From an optimization exercise on the open Yosys and OpenROAD flow, aimed at small area, a short achievable clock period and few clock cycles per item; shortcuts taken in it are not production practice. Only simulation tests tie the RTL to the original design; equivalence was not proved.

==> flow/design.v <==
module mdc_b(
    input ld, clk,
    input [31:0] i_a, i_b,
    output [31:0] res,
    output done);
    reg [31:0] a, b;
    reg [4:0]  k;
    wire bz = (b == 32'd0);
    wire kz = (k == 5'd0);
    wire [31:0] bg  = b & {32{a[0]}};
    wire [31:0] gg = a & ~bg;
    wire [31:0] pp = ~(a ^ bg);
    reg  [31:0] G, P;
    integer i, j;
    always @* begin
        G = gg; P = pp;
        for (i = 1; i <= 5; i = i + 1)
            for (j = (1 << i) - 1; j < 32; j = j + (1 << i)) begin
                G[j] = G[j] | (P[j] & G[j - (1 << (i - 1))]);
                P[j] = P[j] & P[j - (1 << (i - 1))];
            end
        for (i = 5; i > 0; i = i - 1)
            for (j = (1 << i) + (1 << (i - 1)) - 1; j < 32; j = j + (1 << i)) begin
                G[j] = G[j] | (P[j] & G[j - (1 << (i - 1))]);
                P[j] = P[j] & P[j - (1 << (i - 1))];
            end
    end
    wire [32:0] c   = {G | P, 1'b1};
    wire [32:0] d   = {~c[32], pp ^ c[31:0]};
    wire        eq  = P[31];
    wire        neg = d[32];
    wire both_even  = ~a[0] & ~b[0];
    wire [8:0]  x   = (a[8:0] ^ bg[8:0]) | {7'd0, both_even, 1'b0};
    wire [2:0] sh = x[1] ? 3'd0 : x[2] ? 3'd1 : x[3] ? 3'd2 : x[4] ? 3'd3 :
                    x[5] ? 3'd4 : x[6] ? 3'd5 : x[7] ? 3'd6 : 3'd7;
    wire       big = (x[8:1] == 8'd0);
    wire [40:0] yx = {{9{neg}}, d[32:1]} >> sh;
    wire [31:0] ys = yx[31:0];
    wire [31:0] nb = neg ? {~ys[31:1], 1'b1} : ys;
    always @(posedge clk)
        if (ld) begin
            a <= i_a;
            b <= i_b;
            k <= 5'd0;
        end else if (bz) begin
            if (!kz) begin
                a <= {a[30:0], 1'b0};
                k <= k - 5'd1;
            end
        end else if (both_even) begin
            a <= {1'b0, b[31:1]};
            b <= nb;
            k <= k + 5'd1;
        end else if (!b[0] || (neg && big)) begin
            a <= b;
            b <= a;
        end else begin
            if (!neg)
                a <= b;
            b <= nb;
        end
    assign res = a;
    assign done = kz & (bz | (eq & a[0]));
endmodule
==> flow/config.mk <==
export PLATFORM = sky130hd
export DESIGN_NAME = mdc_b
export DESIGN_NICKNAME = mdc_b
export VERILOG_FILES = /design/flow/design.v
export SDC_FILE = /design/flow/constraint.sdc
export NUM_CORES = 4
export LEC_CHECK = 0
export ABC_AREA = 1
export CAP_MARGIN = 20
export CORE_MARGIN = 2
export CORE_UTILIZATION = 40
export CTS_BUF_LIST = sky130_fd_sc_hd__clkbuf_4 sky130_fd_sc_hd__clkbuf_8
export SETUP_SLACK_MARGIN = 1.7
export SLEW_MARGIN = 20
==> flow/constraint.sdc <==
create_clock -name core_clock -period 5.5 [get_ports {clk}]
set_input_delay 1.1000 -clock core_clock [delete_from_list [all_inputs] [get_ports {clk}]]
set_output_delay 1.1000 -clock core_clock [all_outputs]
set_load 0.01 [all_outputs]
standard.sh (not shown) runs the stock make flow with config.mk's settings and CLKGATE_MAP_FILE= SYNTH_SCRIPT=/design/flow/synth_recipe.tcl, a recipe that flattens the netlist after the stock synthesis.
==> flow/flow/run.sh <==
#!/bin/bash
# The standard layout (standard.sh) with two changes:
#  - synthesis maps the logic with the ABC script flow/abc.script (an
#    area-oriented mapping) in place of ORFS's; everything else in the
#    synthesis, including the registers and their names, is the standard flow's own;
#  - the port buffers are sky130_fd_sc_hd__buf_1; every port still gets one.
# The output of the whole run goes to standard.log; ORFS's per-step logs are
# under orfs/logs/.
set -euo pipefail
here=$(pwd)
export BUFFER_PORTS_ARGS="-inputs -outputs -buffer_cell sky130_fd_sc_hd__buf_1"
sed 's#log_cmd abc {\*}$abc_args#set abc_args [lreplace $abc_args 1 1 '"$here"'/flow/abc.script]\n  log_cmd abc {*}$abc_args#' \
    "$FLOW_HOME/scripts/synth.tcl" > synth_custom.tcl
grep -q 'flow/abc.script' synth_custom.tcl
sed 's#source $::env(SCRIPTS_DIR)/synth.tcl#source '"$here"'/synth_custom.tcl#' synth_recipe.tcl > synth_recipe_custom.tcl
grep -q 'synth_custom.tcl' synth_recipe_custom.tcl
sed 's#SYNTH_SCRIPT=[^ ]*#SYNTH_SCRIPT='"$here"'/synth_recipe_custom.tcl#' standard.sh > standard_custom.sh
grep -q 'synth_recipe_custom.tcl' standard_custom.sh
bash standard_custom.sh > standard.log 2>&1
==> flow/flow/abc.script <==
&get -n
&st
&dch
&nf -R 1000
&put
topo
stime -c
buffer -c
upsize -c
dnsize -c
Testbench counts at the start, summed over its fixed seeds: cycles 72,118, items 3,200.
Rerun with:
==> flow/flow/run.sh (replaced) <==
#!/bin/bash
# Standard layout, except that the port buffers are the smallest buffer
# (sky130_fd_sc_hd__buf_1) rather than the cell buffer_ports picks by itself.
# Every input and output port still gets its own buffer.
set -o pipefail
export BUFFER_PORTS_ARGS="-inputs -outputs -buffer_cell sky130_fd_sc_hd__buf_1"
bash standard.sh > standard.log 2>&1
Settings changed: CORE_UTILIZATION 40 to 50.
removed: flow/flow/abc.script
=> The new run ran to the end with no violations; wire length goes up by 12%; hold slack gets worse by 0.035 ns; core utilization grows by 2.5 points.
Rerun with:
==> flow/run.sh (new file) <==
#!/bin/bash
# synth_recipe.tcl (not shown) runs the flow's synth.tcl, then flattens the netlist and writes it again
# the make line also repeats each setting of config.mk as NAME=value (left out here)
make -C /OpenROAD-flow-scripts/flow DESIGN_CONFIG=/design/flow/config.mk WORK_HOME=/design/flow/orfs CLKGATE_MAP_FILE= SYNTH_SCRIPT=/design/flow/synth_recipe.tcl finish
Settings changed: CORE_UTILIZATION 50 to 40, CTS_BUF_LIST sky130_fd_sc_hd__clkbuf_4 sky130_fd_sc_hd__clkbuf_8 to not set, SETUP_SLACK_MARGIN 1.7 to 1.3.
removed: flow/flow/run.sh
removed: flow/standard.sh
Result:
- The changed run completed with no timing, DRC or antenna violations
- synthesized area stays the same
- fmax went down by about 9%
- cell area is higher by about 10%
- clock-buffer cell count decreases by 3
- synthesized cell count is unchanged
- global-route usage went down by 5.1 points
- die area went up by 24%
- register-to-register slack got worse by 0.22 ns

==> port drivers added, routing unchanged <==
In the flow no input, the clock included, has a driving cell. The finished layouts below were timed again as built, in two steps.
Step 1: set_driving_cell puts a clkbuf_16 on clk and a buf_2 on each other input, an assumption about the parent block.
Step 2 adds t to the input delays and takes it off the output delays; t is the mean of the earliest and latest rising clock arrival at the registers after step 1. Input paths then give back, and output paths get back, about the clock's delay inside the block.
a / b / c = ideal / step 1 / step 2; a / b = the first two.
run | shift t [ns] | slack for setup (ns) | slew at the worst register clock pin (ns) | cell pins on the clock port's net
the first run | 0.408 | 1.470 / 1.470 / 1.470 | 0.08 / 0.08 | 1
the second run | 0.383 | 1.795 / 1.761 / 1.890 | 0.08 / 0.08 | 1
the third run | 0.394 | 1.449 / 1.405 / 1.674 | 0.07 / 0.07 | 1
After both steps setup and hold are still met in every run listed.
